Source: an optimization exercise on an open RTL-to-GDS flow (aim: small area and a short achievable clock period). Production flows keep margins and buffers that such runs may drop. Only the layout flow was run in this run; the RTL was not checked for function there. Power is estimated from default activity; no workload was simulated.

==> flow/constraint.sdc <==
create_clock -name core_clock -period 20.0 [get_ports {clk}]
set_input_delay 4.0000 -clock core_clock [delete_from_list [all_inputs] [get_ports {clk}]]
set_output_delay 4.0000 -clock core_clock [all_outputs]
set_load 0.01 [all_outputs]
==> flow/run.sh <==
#!/bin/bash
# synth_recipe.tcl (not shown) runs the flow's synth.tcl, then flattens the netlist and writes it again
# the make line also repeats each setting of config.mk as NAME=value (left out here)
make -C /OpenROAD-flow-scripts/flow DESIGN_CONFIG=/design/flow/config.mk WORK_HOME=/design/flow/orfs CLKGATE_MAP_FILE= SYNTH_SCRIPT=/design/flow/synth_recipe.tcl finish
==> flow/design.v <==
`timescale 1ns / 1ps
module CPU_TOP(clk, reset, switches, leds,
               imem_addr, imem_data,
               dmem_addr, dmem_wdata, dmem_we, dmem_rdata);
    input clk, reset;
    input[23:0] switches;
    output wire [23:0] leds;
    output wire [13:0] imem_addr;
    input  wire [31:0] imem_data;
    output wire [13:0] dmem_addr;
    output wire [31:0] dmem_wdata;
    output wire        dmem_we;
    input  wire [31:0] dmem_rdata;
    wire [31:0] instr = imem_data;
    wire [5:0]  op    = instr[31:26];
    wire [4:0]  rs    = instr[25:21];
    wire [4:0]  rt    = instr[20:16];
    wire [4:0]  rd    = instr[15:11];
    wire [5:0]  f     = instr[5:0];
    wire r_fmt  = (op == 6'b000000);
    wire i_fmt  = (op[5:3] == 3'b001);
    wire is_lw  = (op == 6'b100011);
    wire is_sw  = (op == 6'b101011);
    wire is_jal = (op == 6'b000011);
    wire is_jr  = r_fmt & (f == 6'b001000);
    reg  [31:2] pc;
    reg  [31:1] valid;
    reg  [23:0] led_r;
    reg  [15:0] sh_r;
    wire [32*32-1:0] rf;                       
    assign rf[31:0] = 32'b0;
    wire [31:0] sel_a, sel_b;
    assign sel_a[0] = 1'b0;
    assign sel_b[0] = 1'b0;
    genvar g, h;
    generate
        for (g = 1; g < 32; g = g + 1) begin : sel
            assign sel_a[g] = valid[g] & (rs == g);
            assign sel_b[g] = valid[g] & (rt == g);
        end
    endgenerate
    wire [31:0] A, B;
    generate
        for (g = 0; g < 32; g = g + 1) begin : rd_
            wire [31:1] col;
            for (h = 1; h < 32; h = h + 1) begin : c
                assign col[h] = rf[32*h + g];
            end
            rdbit ra (.s(sel_a[31:1]), .d(col), .y(A[g]));
            rdbit rb (.s(sel_b[31:1]), .d(col), .y(B[g]));
        end
    endgenerate
    wire [15:0] addr_lo;
    wire        is_io;
    agu u_agu (.a(A), .imm(instr[15:0]), .addr(addr_lo), .io(is_io));
    wire [31:0] alu_y;
    alu u_alu (.a(A), .b(B), .instr(instr), .y(alu_y));
    wire [31:2] pc_inc, pc_nxt;
    pcu u_pcu (.pc(pc), .a(A), .b(B), .instr(instr), .pc_inc(pc_inc), .pc_nxt(pc_nxt));
    wire [1:0]  a10 = addr_lo[1:0];
    wire [15:0] sw_val = (a10 == 2'b00) ? switches[15:0] :
                         (a10 == 2'b10) ? {8'b0, switches[23:16]} : sh_r;
    wire [31:0] ldata  = is_io ? {16'b0, sw_val} : dmem_rdata;
    wire        wen   = (r_fmt & ~is_jr) | i_fmt | is_lw | is_jal;
    wire [4:0]  waddr = is_jal ? 5'd31 : ((r_fmt & (rd != 5'd0)) ? rd : rt);
    wire [31:0] wd    = is_jal ? {2'b00, pc_inc} : (is_lw ? ldata : alu_y);
    generate
        for (g = 1; g < 32; g = g + 1) begin : regs
            reg  [31:0] q;
            wire [31:0] d;
            wire we   = wen & (waddr == g);
            wire we_n = ~we;
            for (h = 0; h < 32; h = h + 1) begin : b
                wrbit w (.we(we), .we_n(we_n), .wd(wd[h]), .q(q[h]), .d(d[h]));
            end
            always @(posedge clk)
                q <= d;
            always @(posedge clk or posedge reset)
                if (reset) valid[g] <= 1'b0;
                else if (we) valid[g] <= 1'b1;
            assign rf[32*g +: 32] = q;
        end
    endgenerate
    always @(posedge clk or posedge reset) begin
        if (reset) pc <= 30'b0;
        else       pc <= pc_nxt;
    end
    always @(posedge clk or posedge reset) begin
        if (reset) begin
            led_r <= 24'b0;
        end else if (is_sw & is_io) begin
            if (a10 == 2'b00)      led_r[15:0]  <= B[15:0];
            else if (a10 == 2'b10) led_r[23:16] <= B[7:0];
        end
    end
    always @(posedge clk or posedge reset) begin
        if (reset)                         sh_r <= 16'b0;
        else if (is_lw & is_io & ~a10[0])  sh_r <= sw_val;
    end
    assign leds       = led_r;
    assign imem_addr  = pc[15:2];
    assign dmem_addr  = addr_lo[15:2];
    assign dmem_wdata = B;
    assign dmem_we    = is_sw & ~is_io;
endmodule
module wrbit(we, we_n, wd, q, d);
    input  we, we_n, wd, q;
    output d;
    assign d = (we & wd) | (we_n & q);
endmodule
module rdbit(s, d, y);
    input  [31:1] s;
    input  [31:1] d;
    output        y;
    assign y = |(s & d);
endmodule
module agu(a, imm, addr, io);
    input  [31:0] a;
    input  [15:0] imm;
    output [15:0] addr;
    output        io;
    wire [31:0] se = {{16{imm[15]}}, imm};
    assign addr = a[15:0] + imm;
    wire [10:0] lo10 = {1'b0, a[9:0]} + {1'b0, imm[9:0]};
    wire [21:0] hx = a[31:10];
    wire [21:0] hy = se[31:10];
    wire [21:0] ht = hx ^ hy;
    wire [21:0] hg = hx & hy;
    assign io = (ht[0] ^ lo10[10]) & (&(ht[21:1] ^ hg[20:0]));
endmodule
module alu(a, b, instr, y);
    input  [31:0] a, b;
    input  [31:0] instr;
    output [31:0] y;
    wire [5:0]  op    = instr[31:26];
    wire [4:0]  shamt = instr[10:6];
    wire [5:0]  f     = instr[5:0];
    wire        i_fmt = (op[5:3] == 3'b001);
    wire [31:0] se    = {{16{instr[15]}}, instr[15:0]};
    wire [31:0] b2  = i_fmt ? se : b;
    wire [2:0]  ctl = i_fmt ? {op[1], ~op[2], op[0]} : {f[1], ~f[2], f[0] | f[3]};
    wire        sub = ctl[2] & ctl[1];
    wire [32:0] as1 = {a, 1'b1} + {b2 ^ {32{sub}}, sub};
    wire [31:0] addsub = as1[32:1];
    wire        lt  = (a[31] ^ b2[31]) ? a[31] : addsub[31];
    reg [31:0] logic_r;
    always @* begin
        case ({ctl[2], ctl[0]})
            2'b00:   logic_r = a & b2;
            2'b01:   logic_r = a | b2;
            2'b10:   logic_r = a ^ b2;
            default: logic_r = ~(a | b2);
        endcase
    end
    wire        sh_left = ~f[1];
    wire        fill    = f[1] & f[0] & b[31];
    wire [4:0]  amt     = f[2] ? a[4:0] : shamt;
    wire        big     = f[2] & (|a[31:5]);
    reg  [31:0] b_rev, r_rev;
    integer m;
    always @* for (m = 0; m < 32; m = m + 1) b_rev[m] = b[31-m];
    wire [31:0] sh_in  = sh_left ? b_rev : b;
    wire [63:0] sh_ext = {{32{fill}}, sh_in} >> amt;
    wire [31:0] sh_r0  = big ? {32{fill}} : sh_ext[31:0];
    always @* for (m = 0; m < 32; m = m + 1) r_rev[m] = sh_r0[31-m];
    wire [31:0] sh_out = (f[0] & ~f[1]) ? b : (sh_left ? r_rev : sh_r0);
    wire is_slt   = i_fmt ? (op[1] & ~op[2]) : ((ctl == 3'b111) & f[3]);
    wire is_lui   = i_fmt & (op[2:0] == 3'b111);
    wire is_shift = ~i_fmt & (f[5:3] == 3'b000);
    assign y = is_slt   ? {31'b0, lt} :
               is_lui   ? {instr[15:0], 16'b0} :
               is_shift ? sh_out :
               ctl[1]   ? addsub : logic_r;
endmodule
module pcu(pc, a, b, instr, pc_inc, pc_nxt);
    input  [31:2] pc;
    input  [31:0] a, b;
    input  [31:0] instr;
    output [31:2] pc_inc;
    output [31:2] pc_nxt;
    wire [5:0]  op     = instr[31:26];
    wire        is_beq = (op == 6'b000100);
    wire        is_bne = (op == 6'b000101);
    wire        is_jmp = (op[5:1] == 5'b00001);
    wire        is_jr  = (op == 6'b000000) & (instr[5:0] == 6'b001000);
    wire [29:0] se     = {{14{instr[15]}}, instr[15:0]};
    assign pc_inc = pc + 30'd1;
    wire [30:0] bt = {pc, 1'b1} + {se, 1'b1};
    wire [31:2] br_tgt = bt[30:1];
    wire        eq     = (a == b);
    wire        take   = (is_beq & eq) | (is_bne & ~eq);
    assign pc_nxt = is_jmp ? {4'b0000, instr[27:2]} :
                    is_jr  ? a[29:0] :
                    take   ? br_tgt : pc_inc;
endmodule
==> flow/config.mk <==
export PLATFORM = sky130hd
export DESIGN_NAME = CPU_TOP
export DESIGN_NICKNAME = CPU_TOP
export VERILOG_FILES = /design/flow/design.v
export SDC_FILE = /design/flow/constraint.sdc
export NUM_CORES = 4
export LEC_CHECK = 0
export CAP_MARGIN = 20
export CELL_PAD_IN_SITES_DETAIL_PLACEMENT = 1
export CELL_PAD_IN_SITES_GLOBAL_PLACEMENT = 2
export CORE_MARGIN = 2
export CORE_UTILIZATION = 45
export PLACE_DENSITY = 0.55
export SLEW_MARGIN = 20
export SYNTH_HIERARCHICAL = 1
==> summary.txt <==
========================================================================================
Result of the run .........................................................  no timing/DRC/antenna violations
Number of hold buffers added after CTS ....................................            0
Average vias per placed instance ..........................................        7.583
Startpoint of the most critical register-to-register path .................     valid[9]
Startpoint kind of the worst setup timing path ............................    input pin
Count of max-cap constraint violations ....................................            0
Maximum count of clock buffers along a single path ........................            3
Data required, critical path ..............................................     16.00 ns
Gr ovfl total .............................................................            0
Unrepaired setup endpoints after global routing ...........................        false
Cell with the largest stage delay on the worst path ....................... sky130_fd_sc_hd__clkdlybuf4s50_1
Pin count of the biggest net entering global routing ......................           68
Number of cells on the worst reg-to-reg path ..............................           22
Worst IR Drop VDD .........................................................   0.08769 mV
Half-perimeter wire length of the detailed placement result ............... 207300 microns
Total Nets Final ..........................................................         6457
Proportion of synthesized chip area in sequential cells ...................       0.3883
Cell row count ............................................................          131
Synthesis-stage register bit count ........................................         1093
Number of warning messages in the yosys log ...............................            8
Actual transition at the worst max-transition pin .........................     1.286 ns
Max incr delay on CP ......................................................      1.07 ns
Number of buffers inserted by post-CTS setup repair .......................            0
Worst-path maximum fanout .................................................           32
Hold_sp ...................................................................    valid[19]
Die outline height ........................................................ 361.9 microns
Min-Delay Path Depth ......................................................            2
Placer congestion estimate ................................................        1.015
Clk root buf .............................................................. sky130_fd_sc_hd__clkbuf_16
Area growth from synthesis to layout ......................................       17.09%
Worst reg2reg setup slack .................................................     12.00 ns
Avg Inst Size Synth .......................................................  9.898 sq um
Total Routed Length ....................................................... 320900 microns
Pre-CTS setup slack .......................................................     5.662 ns
Final core utilization ....................................................       0.5301
Total negative slack for setup checks .....................................         0 ns
Pwr dens .................................................................. 108.3 mW/mm^2
Kind of critical path .....................................................    in -> out
Final Skew ................................................................   0.09768 ns
Minimum clock period ......................................................     14.62 ns
Critical R2R Capture ...................................................... regs[13].q[22]
Worst setup EP type .......................................................   output pin
Proportion of layout cells with a drive suffix above 1 ....................       0.1181
Number of clock buffers inserted by TritonCTS .............................          118
Post-synthesis instance area .............................................. 0.05765 sq mm
Worst slew margin .........................................................       0.1430
Pins Over Slew Limit ......................................................            0
Vias in the first global route ............................................        58410
Post-detailed-route count of antenna-violating nets .......................            0
Number of iterations in the first detailed-routing pass ...................            9
Floorplan core area ....................................................... 0.1274 sq mm
Total number of H-tree levels .............................................            3
Leak Pwr ..................................................................     27.07 nW
Post-synth ARST share .....................................................      0.09241
Worst hold path type ......................................................   reg -> reg
Total nets after synthesis ................................................         6085
Post-Route Hold Slack .....................................................    0.4840 ns
Top_reg_cell synth ........................................................ sky130_fd_sc_hd__dfxtp_1
Worst Hold Path EP ........................................................    valid[19]
Overall Global Routing Usage ..............................................       0.4722
Via total after detailed routing ..........................................        60660
Number of failing hold endpoints at the final stage .......................            0
Floorplan die area ........................................................ 0.1310 sq mm
Number of enable flip-flop cells after synthesis ..........................            0
Count of port buffers added during placement ..............................          174
Antenna violations before repair ..........................................           76
Initial core utilization ..................................................       0.4527
Clock Pin Slew Worst Setup and Hold Paths .................................      0.06 ns
Sinks on the clock net ....................................................         1093
Detail-routed net length per standard cell ................................ 40.11 microns
Die extent in x ........................................................... 361.9 microns
Number of top-level pins ..................................................          175
DRT iter0 DRCs ............................................................         8781
Wire length of the first global-routing pass .............................. 449700 microns
Clock tree from TritonCTS .................................................         done
Worst path arrival time ...................................................     10.62 ns
Insertion delay of the later-clocked pin in the worst-skew pair ...........      0.83 ns
Top achievable clock speed ................................................    68.39 MHz
Setup violations, final ...................................................            0
Smallest setup slack after layout .........................................     5.378 ns
Number of DRC violations after detailed routing ...........................            0
Number of gates resized after CTS .........................................            0
Dominant delay contributor by cell family on the critical path ............ simple AND/OR/NAND/NOR gates
Distinct cells, synth .....................................................           99
Portion of the clock cycle consumed by the worst path in the final layout .       0.7311
Gate Count Post-Synth .....................................................         5825
Buf/Inv on CP .............................................................            4
CP cell instances ......................................................... clkdlybuf4s50_1, nor3b_1, and3_1, buf_4, a222oi_1, nand3_1, or4_1, ha_1, fa_1, a21oi_1, o21ai_1, a211oi_2, xnor2_1, and3_1, buf_4, nor4_1, clkdlybuf4s50_1
========================================================================================
[metal layers]
metal	track usage	part of all wire	vias up	routed length, microns
met3	0.1359	0.11	1149	35940
met2	0.6916	0.42	4076	135300
met4	0.3973	0.097	46	31070
li1	-	-	24780	-
met1	0.5709	0.37	30610	118200
met5	0	0.0011	-	354
[through the flow]
| step | std cells | area, sq um | power [mW] |
|---|---|---|---|
| 3_5_place_dp | 7735 | 63020 | 4.811 |
| 3_3_place_gp | 7734 | 62980 | 4.771 |
| 2_1_floorplan | 5825 | 57650 | 3.912 |
| 4_1_cts | 7958 | 67290 | 7.202 |
| 6_report | 8000 | 67510 | 7.310 |
| 5_1_grt | 7975 | 67440 | 7.514 |
[cells in the mapped netlist (all sizes together), types with 41 or more instances]
master,n,area [sq um]
a22o,1059,9275
dfxtp,992,19860
a22oi,784,5886
nand2,239,904.6
nand3,205,1026
nor2,199,752.0
o21ai,181,917.1
a21oi,170,854.6
ha,164,2052
nand4,154,963.4
xnor2,153,1340
inv,146,548.0
mux2i,112,1121
clkbuf,105,435.4
dfrtp,101,2527
and3,93,591.8
a221oi,83,1127
buf,76,478.0
or4,71,536.8
a222oi,64,640.6
a21o,60,452.9
nor3,50,260.3
xor2,48,420.4
a211oi,47,367.9
mux2,41,469.2
[power by group]
| part | internal, mW | total, mW | switching, mW | leakage (nW) |
|---|---|---|---|---|
| combinational | 0.761 | 2.15 | 1.38 | 15.7 |
| sequential | 2.47 | 2.75 | 0.285 | 9.24 |
| clock | 1.41 | 2.41 | 1.00 | 2.10 |
| total | 4.64 | 7.31 | 2.67 | 27.1 |
[cells by family after synthesis]
family | count (synthesis) | synth area share
buffers and inverters | 328 | 0.02550
XOR/XNOR | 201 | 0.03053
AND/OR/NAND/NOR | 1156 | 0.1046
adder cells (fa/ha/maj) | 170 | 0.03767
AO/OA/AOI/OAI | 2689 | 0.3716
multiplexers | 188 | 0.04184
flip-flops | 1093 | 0.3883
[worst max-delay path by stage]
stage,startpoint,endpoint,slack (ns),depth (start not counted)
floorplan,imem_data[23],dmem_we,7.46,15
global placement,imem_data[21],dmem_we,5.71,16
detailed placement,imem_data[21],dmem_we,5.66,16
CTS,imem_data[21],dmem_we,5.66,16
global route,imem_data[21],dmem_we,5.25,17
finish,imem_data[21],dmem_we,5.38,17
[Yosys stat by module (local to each module, per instance)]
module / cells inside / area (sq um) / flip-flops and latches / copies in the design
agu: 152 / 1250 / 0 / 1
wrbit: 1 / 8.758 / 0 / 992
CPU_TOP: 1659 / 25830 / 1093 / 1
rdbit: 20 / 153.9 / 0 / 64
alu: 1255 / 8667 / 0 / 1
pcu: 487 / 3373 / 0 / 1
[placed cells by master, fill, tap and decap left out, types with 24 or more instances in the layout]
cell / count
sky130_fd_sc_hd__buf_4: 255
sky130_fd_sc_hd__and3_2: 36
sky130_fd_sc_hd__or3_1: 34
sky130_fd_sc_hd__nand2_1: 236
sky130_fd_sc_hd__o22ai_1: 26
sky130_fd_sc_hd__a211oi_1: 44
sky130_fd_sc_hd__dfxtp_1: 992
sky130_fd_sc_hd__ha_1: 164
sky130_fd_sc_hd__clkbuf_1: 24
sky130_fd_sc_hd__clkbuf_16: 122
sky130_fd_sc_hd__inv_1: 145
sky130_fd_sc_hd__mux2_2: 38
sky130_fd_sc_hd__a221oi_2: 64
sky130_fd_sc_hd__a222oi_1: 64
sky130_fd_sc_hd__a21oi_1: 169
sky130_fd_sc_hd__a31oi_1: 33
sky130_fd_sc_hd__and3_1: 55
sky130_fd_sc_hd__a21o_1: 58
sky130_fd_sc_hd__dfrtp_1: 101
sky130_fd_sc_hd__o211ai_1: 32
sky130_fd_sc_hd__nor3_2: 28
sky130_fd_sc_hd__xnor2_1: 153
sky130_fd_sc_hd__xor2_1: 48
sky130_fd_sc_hd__o21ai_0: 154
sky130_fd_sc_hd__a22o_1: 1059
sky130_fd_sc_hd__nor2_1: 182
sky130_fd_sc_hd__clkdlybuf4s50_1: 171
sky130_fd_sc_hd__nand4_1: 154
sky130_fd_sc_hd__diode_2: 38
sky130_fd_sc_hd__nand3_1: 205
sky130_fd_sc_hd__mux4_2: 26
sky130_fd_sc_hd__a22oi_1: 784
sky130_fd_sc_hd__clkbuf_8: 25
sky130_fd_sc_hd__or4_1: 69
sky130_fd_sc_hd__mux2i_1: 108
sky130_fd_sc_hd__o31ai_1: 34
[state kept, by name, indices dropped and copies added (netlist names)]
name	cells
regs.q	992
valid	31
led_r	24
sh_r	16
pc	30
[worst reg2reg max path, delay by kind of cell, from the launching register on]
kind,cells,cell delay (ns)
compound gates,9,3.05
xor+xnor,2,0.25
fa+ha+maj,1,0.40
buf+inv,2,0.53
flops,1,0.49
mux,1,0.33
simple gates,7,2.91
[area by class of cell]
type,count,area (sq um)
multi-input cells,4404,34340
well taps,1662,2079
clock buffers,171,3487
fillers,13990,59850
repair buffers,434,3779
clock inverters,52,789.5
diodes,38,95.09
flip-flops and latches,1093,22390
inverters,146,550.5

[re-timing with driven ports]
No port has a modelled driver above. Below, the same layout with a new extraction and two added sets of constraints.
Step 1 assumes that a clkbuf_16 drives the clock port and a buf_2 every other input.
Step 2 also shifts input and output timing later by t, the mid clock arrival at the registers, as if the neighbouring blocks saw the same clock.
Three values: ideal ports, drivers, drivers and shift; two values: the first two.
t, ns: 0.867
setup slack, ns: 5.378 / 5.354 / 5.354
worst hold slack (ns): 0.484 / 0.484 / 0.484
worst setup path after step 2: input to output
cell pins on the clock port's net: 1
After both steps this run still meets setup and hold. The setup slack of this run moves by -0.024 ns with the drivers and by -0.024 ns with both steps.
